From an optimization exercise on the open Yosys and OpenROAD flow, aimed at small area and a short achievable clock period; shortcuts taken in it are not production practice.
RTL that was checked went through simulation tests only; none was proved equivalent to the original.
Power figures rest on the tool's default switching activity, not on a simulated workload.

Setup of rev 12:
==> module fifo, before the edit <==
module fifo(clk, rst, buf_in, buf_out, wr_en, rd_en, buf_empty, buf_full, fifo_counter);
input clk, rst, wr_en, rd_en;
input [7:0] buf_in;
output [7:0] buf_out;
output buf_full, buf_empty;
output [6:0] fifo_counter;
reg [7:0] buf_out;
reg [6:0] fifo_counter;   
reg buf_full;             
reg buf_empty;            
reg full_r;               
reg empty_r;              
reg [511:0] store;
reg [15:0] sel_lo;        
reg [7:0] sel_hi;         
wire wr = wr_en & ~full_r;
wire rd = rd_en & ~empty_r;
wire rd_last = rd_en & sel_lo[1] & sel_hi[0];
wire at63 = sel_lo[7] & sel_hi[7];
wire rd_go = rd & ~rst;
wire rd_hold = ~rd & ~rst;
wire [7:0] sel_rd = sel_hi & {8{rd_go}};
wire [7:0] out_nx;
genvar b, j, q;
generate
  for (b = 0; b < 8; b = b + 1) begin : g_bit
    wire [7:0] grp;
    for (j = 0; j < 8; j = j + 1) begin : g_grp
      wire [7:0] d;
      for (q = 0; q < 8; q = q + 1) begin : g_ent
        assign d[q] = store[8*((8*j + q + 63) % 64) + b];
      end
      fifo_sel8 u_lo (.s(sel_lo[8*(b/4) +: 8]), .d(d), .y(grp[j]));
    end
    fifo_sel8h u_hi (.s(sel_rd), .d(grp), .h(rd_hold), .q(buf_out[b]), .y(out_nx[b]));
  end
endgenerate
always @(posedge clk)
  if (wr)
    store <= {store[503:0], buf_in};
wire [1:0] up, dn, keep;      
wire up_f, dn_f, keep_f;      
wire up_hi, dn_hi, keep_hi;   
genvar k;
generate
  for (k = 0; k < 2; k = k + 1) begin : g_ctl
    fifo_ctl u_k (.w(wr_en), .r(rd_en), .rst(rst), .full(full_r), .empty(empty_r),
                  .up(up[k]), .dn(dn[k]), .keep(keep[k]));
  end
endgenerate
fifo_ctl u_ctl_f (.w(wr_en), .r(rd_en), .rst(rst), .full(full_r), .empty(empty_r),
                  .up(up_f), .dn(dn_f), .keep(keep_f));
fifo_ctl_hi u_ctl_h (.w(wr_en), .r(rd_en), .rst(rst), .full(full_r), .empty(empty_r),
                     .eu(sel_lo[7]), .ed(sel_lo[0]), .up(up_hi), .dn(dn_hi), .keep(keep_hi));
wire [15:0] lo_nx;
wire [7:0] hi_nx;
wire full_nx, full_out_nx, cnt6_nx, empty_nx, empty_out_nx;
generate
  for (q = 0; q < 8; q = q + 1) begin : g_ring
    if (q == 0) begin : g_first
      fifo_upd_set u_h (.r(rst), .i(up_hi), .d(dn_hi), .h(keep_hi), .a(sel_hi[7]),
                        .b(sel_hi[1]), .c(sel_hi[0]), .y(hi_nx[0]));
    end else begin : g_rest
      fifo_upd u_h (.i(up_hi), .d(dn_hi), .h(keep_hi), .a(sel_hi[q-1]), .b(sel_hi[(q+1)%8]),
                    .c(sel_hi[q]), .y(hi_nx[q]));
    end
  end
  for (q = 0; q < 16; q = q + 1) begin : g_lo
    if (q % 8 == 0) begin : g_first
      fifo_upd_set u_l (.r(rst), .i(up[q/8]), .d(dn[q/8]), .h(keep[q/8]), .a(sel_lo[q+7]),
                        .b(sel_lo[q+1]), .c(sel_lo[q]), .y(lo_nx[q]));
    end else begin : g_rest
      fifo_upd u_l (.i(up[q/8]), .d(dn[q/8]), .h(keep[q/8]), .a(sel_lo[q-1]),
                    .b(sel_lo[q-q%8+(q+1)%8]), .c(sel_lo[q]), .y(lo_nx[q]));
    end
  end
endgenerate
fifo_upd2 u_full (.i(up_f), .h(keep_f), .a(at63), .c(full_r), .y(full_nx));
fifo_upd2 u_fo (.i(up_f), .h(keep_f), .a(at63), .c(full_r), .y(full_out_nx));
fifo_upd2 u_c6 (.i(up_f), .h(keep_f), .a(at63), .c(full_r), .y(cnt6_nx));
fifo_eupd u_e (.rst(rst), .wr(wr), .last(rd_last), .e(empty_r), .y(empty_nx));
fifo_eupd u_eo (.rst(rst), .wr(wr), .last(rd_last), .e(empty_r), .y(empty_out_nx));
wire [7:0] s3 = sel_lo[15:8];
wire [2:0] lo_up = {s3[3] | s3[4] | s3[5] | s3[6], s3[1] | s3[2] | s3[5] | s3[6],
                    s3[0] | s3[2] | s3[4] | s3[6]};
wire [2:0] lo_dn = {s3[5] | s3[6] | s3[7] | s3[0], s3[3] | s3[4] | s3[7] | s3[0],
                    s3[0] | s3[2] | s3[4] | s3[6]};
wire [2:0] hi_up = {sel_hi[3] | sel_hi[4] | sel_hi[5] | sel_hi[6],
                    sel_hi[1] | sel_hi[2] | sel_hi[5] | sel_hi[6],
                    sel_hi[0] | sel_hi[2] | sel_hi[4] | sel_hi[6]};
wire [2:0] hi_dn = {sel_hi[5] | sel_hi[6] | sel_hi[7] | sel_hi[0],
                    sel_hi[3] | sel_hi[4] | sel_hi[7] | sel_hi[0],
                    sel_hi[0] | sel_hi[2] | sel_hi[4] | sel_hi[6]};
wire [6:0] cnt_nx;
assign cnt_nx[6] = cnt6_nx;
generate
  for (q = 0; q < 3; q = q + 1) begin : g_cnt
    fifo_upd u_lo (.i(up[1]), .d(dn[1]), .h(keep[1]), .a(lo_up[q]), .b(lo_dn[q]),
                   .c(fifo_counter[q]), .y(cnt_nx[q]));
    fifo_upd u_hi (.i(up_hi), .d(dn_hi), .h(keep_hi), .a(hi_up[q]), .b(hi_dn[q]),
                   .c(fifo_counter[3 + q]), .y(cnt_nx[3 + q]));
  end
endgenerate
always @(posedge clk) begin
  fifo_counter <= cnt_nx;
  full_r <= full_nx;
  buf_full <= full_out_nx;
  empty_r <= empty_nx;
  buf_empty <= empty_out_nx;
  sel_lo <= lo_nx;
  sel_hi <= hi_nx;
  buf_out <= out_nx;
end
endmodule
clock: 3.0 ns
lec_check: 0
cap_margin: 20
core_margin: 2
core_utilization: 65
cts_cluster_diameter: 60
cts_cluster_size: 22
setup_slack_margin: 1.4
slew_margin: 20
synth_hierarchical: 1
standard.sh (not shown) runs the stock make flow with config.mk's settings and CLKGATE_MAP_FILE= SYNTH_SCRIPT=/design/flow/synth_recipe.tcl, a recipe that flattens the netlist after the stock synthesis.
==> flow/flow/run.sh <==
#!/bin/bash
# The standard ORFS layout with three changes: clock tree synthesis
# inserts no dummy loads; the port buffers are plain buf cells (buffer_ports
# would otherwise pick a slow delay cell); and the resizer may swap cells
# across footprints (MATCH_CELL_FOOTPRINT=0).
# The make output goes to standard.log; ORFS keeps each step's log under orfs/logs.
set -euo pipefail
export CTS_ARGS="-sink_clustering_enable -repair_clock_nets -sink_clustering_size 22 -sink_clustering_max_diameter 60 -dont_use_dummy_load"
export BUFFER_PORTS_ARGS="-buffer_cell sky130_fd_sc_hd__buf_2"
bash standard.sh MATCH_CELL_FOOTPRINT=0 finish > standard.log 2>&1
[inputs] rev 13 vs rev 12
--- a/flow/design.v
+++ b/flow/design.v
@@ -9,13 +9,13 @@
 reg [6:0] fifo_counter;   
 reg buf_full;             
 reg buf_empty;            
 reg full_r;               
 reg empty_r;              
 reg [511:0] store;
-reg [15:0] sel_lo;        
+reg [23:0] sel_lo;        
 reg [7:0] sel_hi;         
 wire wr = wr_en & ~full_r;
 wire rd = rd_en & ~empty_r;
 wire rd_last = rd_en & sel_lo[1] & sel_hi[0];
 wire at63 = sel_lo[7] & sel_hi[7];
 wire rd_go = rd & ~rst;
@@ -28,48 +28,48 @@
     wire [7:0] grp;
     for (j = 0; j < 8; j = j + 1) begin : g_grp
       wire [7:0] d;
       for (q = 0; q < 8; q = q + 1) begin : g_ent
         assign d[q] = store[8*((8*j + q + 63) % 64) + b];
       end
-      fifo_sel8 u_lo (.s(sel_lo[8*(b/4) +: 8]), .d(d), .y(grp[j]));
+      fifo_sel8 u_lo (.s(sel_lo[8*(b/3) +: 8]), .d(d), .y(grp[j]));
     end
     fifo_sel8h u_hi (.s(sel_rd), .d(grp), .h(rd_hold), .q(buf_out[b]), .y(out_nx[b]));
   end
 endgenerate
 always @(posedge clk)
   if (wr)
     store <= {store[503:0], buf_in};
-wire [1:0] up, dn, keep;      
+wire [2:0] up, dn, keep;      
 wire up_f, dn_f, keep_f;      
 wire up_hi, dn_hi, keep_hi;   
 genvar k;
 generate
-  for (k = 0; k < 2; k = k + 1) begin : g_ctl
+  for (k = 0; k < 3; k = k + 1) begin : g_ctl
     fifo_ctl u_k (.w(wr_en), .r(rd_en), .rst(rst), .full(full_r), .empty(empty_r),
                   .up(up[k]), .dn(dn[k]), .keep(keep[k]));
   end
 endgenerate
 fifo_ctl u_ctl_f (.w(wr_en), .r(rd_en), .rst(rst), .full(full_r), .empty(empty_r),
                   .up(up_f), .dn(dn_f), .keep(keep_f));
 fifo_ctl_hi u_ctl_h (.w(wr_en), .r(rd_en), .rst(rst), .full(full_r), .empty(empty_r),
                      .eu(sel_lo[7]), .ed(sel_lo[0]), .up(up_hi), .dn(dn_hi), .keep(keep_hi));
-wire [15:0] lo_nx;
+wire [23:0] lo_nx;
 wire [7:0] hi_nx;
 wire full_nx, full_out_nx, cnt6_nx, empty_nx, empty_out_nx;
 generate
   for (q = 0; q < 8; q = q + 1) begin : g_ring
     if (q == 0) begin : g_first
       fifo_upd_set u_h (.r(rst), .i(up_hi), .d(dn_hi), .h(keep_hi), .a(sel_hi[7]),
                         .b(sel_hi[1]), .c(sel_hi[0]), .y(hi_nx[0]));
     end else begin : g_rest
       fifo_upd u_h (.i(up_hi), .d(dn_hi), .h(keep_hi), .a(sel_hi[q-1]), .b(sel_hi[(q+1)%8]),
                     .c(sel_hi[q]), .y(hi_nx[q]));
     end
   end
-  for (q = 0; q < 16; q = q + 1) begin : g_lo
+  for (q = 0; q < 24; q = q + 1) begin : g_lo
     if (q % 8 == 0) begin : g_first
       fifo_upd_set u_l (.r(rst), .i(up[q/8]), .d(dn[q/8]), .h(keep[q/8]), .a(sel_lo[q+7]),
                         .b(sel_lo[q+1]), .c(sel_lo[q]), .y(lo_nx[q]));
     end else begin : g_rest
       fifo_upd u_l (.i(up[q/8]), .d(dn[q/8]), .h(keep[q/8]), .a(sel_lo[q-1]),
                     .b(sel_lo[q-q%8+(q+1)%8]), .c(sel_lo[q]), .y(lo_nx[q]));
@@ -78,13 +78,13 @@
 endgenerate
 fifo_upd2 u_full (.i(up_f), .h(keep_f), .a(at63), .c(full_r), .y(full_nx));
 fifo_upd2 u_fo (.i(up_f), .h(keep_f), .a(at63), .c(full_r), .y(full_out_nx));
 fifo_upd2 u_c6 (.i(up_f), .h(keep_f), .a(at63), .c(full_r), .y(cnt6_nx));
 fifo_eupd u_e (.rst(rst), .wr(wr), .last(rd_last), .e(empty_r), .y(empty_nx));
 fifo_eupd u_eo (.rst(rst), .wr(wr), .last(rd_last), .e(empty_r), .y(empty_out_nx));
-wire [7:0] s3 = sel_lo[15:8];
+wire [7:0] s3 = sel_lo[23:16];
 wire [2:0] lo_up = {s3[3] | s3[4] | s3[5] | s3[6], s3[1] | s3[2] | s3[5] | s3[6],
                     s3[0] | s3[2] | s3[4] | s3[6]};
 wire [2:0] lo_dn = {s3[5] | s3[6] | s3[7] | s3[0], s3[3] | s3[4] | s3[7] | s3[0],
                     s3[0] | s3[2] | s3[4] | s3[6]};
 wire [2:0] hi_up = {sel_hi[3] | sel_hi[4] | sel_hi[5] | sel_hi[6],
                     sel_hi[1] | sel_hi[2] | sel_hi[5] | sel_hi[6],
@@ -93,13 +93,13 @@
                     sel_hi[3] | sel_hi[4] | sel_hi[7] | sel_hi[0],
                     sel_hi[0] | sel_hi[2] | sel_hi[4] | sel_hi[6]};
 wire [6:0] cnt_nx;
 assign cnt_nx[6] = cnt6_nx;
 generate
   for (q = 0; q < 3; q = q + 1) begin : g_cnt
-    fifo_upd u_lo (.i(up[1]), .d(dn[1]), .h(keep[1]), .a(lo_up[q]), .b(lo_dn[q]),
+    fifo_upd u_lo (.i(up[2]), .d(dn[2]), .h(keep[2]), .a(lo_up[q]), .b(lo_dn[q]),
                    .c(fifo_counter[q]), .y(cnt_nx[q]));
     fifo_upd u_hi (.i(up_hi), .d(dn_hi), .h(keep_hi), .a(hi_up[q]), .b(hi_dn[q]),
                    .c(fifo_counter[3 + q]), .y(cnt_nx[3 + q]));
   end
 endgenerate
 always @(posedge clk) begin
Results
Rev 13: power per standard cell area 1.8% above rev 12. Per the comparison of rev 13 with rev 12, worst hold-check slack decreased by 0.0034 ns relative to the old numbers; clock latency on the worst-skew pair did not really move; width of the die climbed about 0.8%; largest net degree at the start of global routing shows an increase of 61; post-place instance area climbed 1.3%. Compare rev 13 and rev 12 | part of the total power dissipated in the clock network higher: rev 13. Against rev 12, rev 13 reports a global-route wire length before repair that is lower. In the metrics for rev 13 and rev 12, the one carrying the lower portion of total power attributed to combinational logic is rev 13. Rev 13 finished every step from synthesis to the final layout, and the layout passed the timing, design-rule and antenna checks. Note that the routed wire length recorded for rev 13 amounts to 0.923 times the value seen in rev 12. The clock network power consumption number comes out lower for rev 12 vs rev 13. Between rev 13 and rev 12, the clock-buffer cell count is higher for rev 13. Rev 12 -> rev 13: final area decreased slightly. Summary: with rev 12 as the reference, final standard cell count with taps included and fillers excluded in rev 13 moved up slightly.
Only the layout flow was run in rev 12; the RTL was not checked for function there.

## afterwards: timing with drivers on the ports
How much do the figures lean on ideal ports? The routed layouts below were timed once more, with nothing changed but the port constraints.
Step 1 sets driving cells, clkbuf_16 on the clock port and buf_2 on the other inputs (assumed; they add their load-dependent delay and slew).
Step 2 moves the port delays by t, midway between the first and last clock arrival at a register: inputs arrive t later, outputs are due t later. That takes back most of the time a late clock gives input paths.
Three values: ideal, step 1, step 2; two values: the first two.
run | t, ns | slack for setup (ns) | worst data-port slew with drivers (ns)
rev 12 | 0.571 | 1.348 / 1.329 / 0.890 | 0.05
rev 13 | 0.575 | 1.385 / 1.347 / 0.908 | 0.06
After both steps setup and hold are still met in every run listed. For rev 13, which loses most, drivers alone change the setup slack by -0.038 ns; drivers and shift together by -0.477 ns.
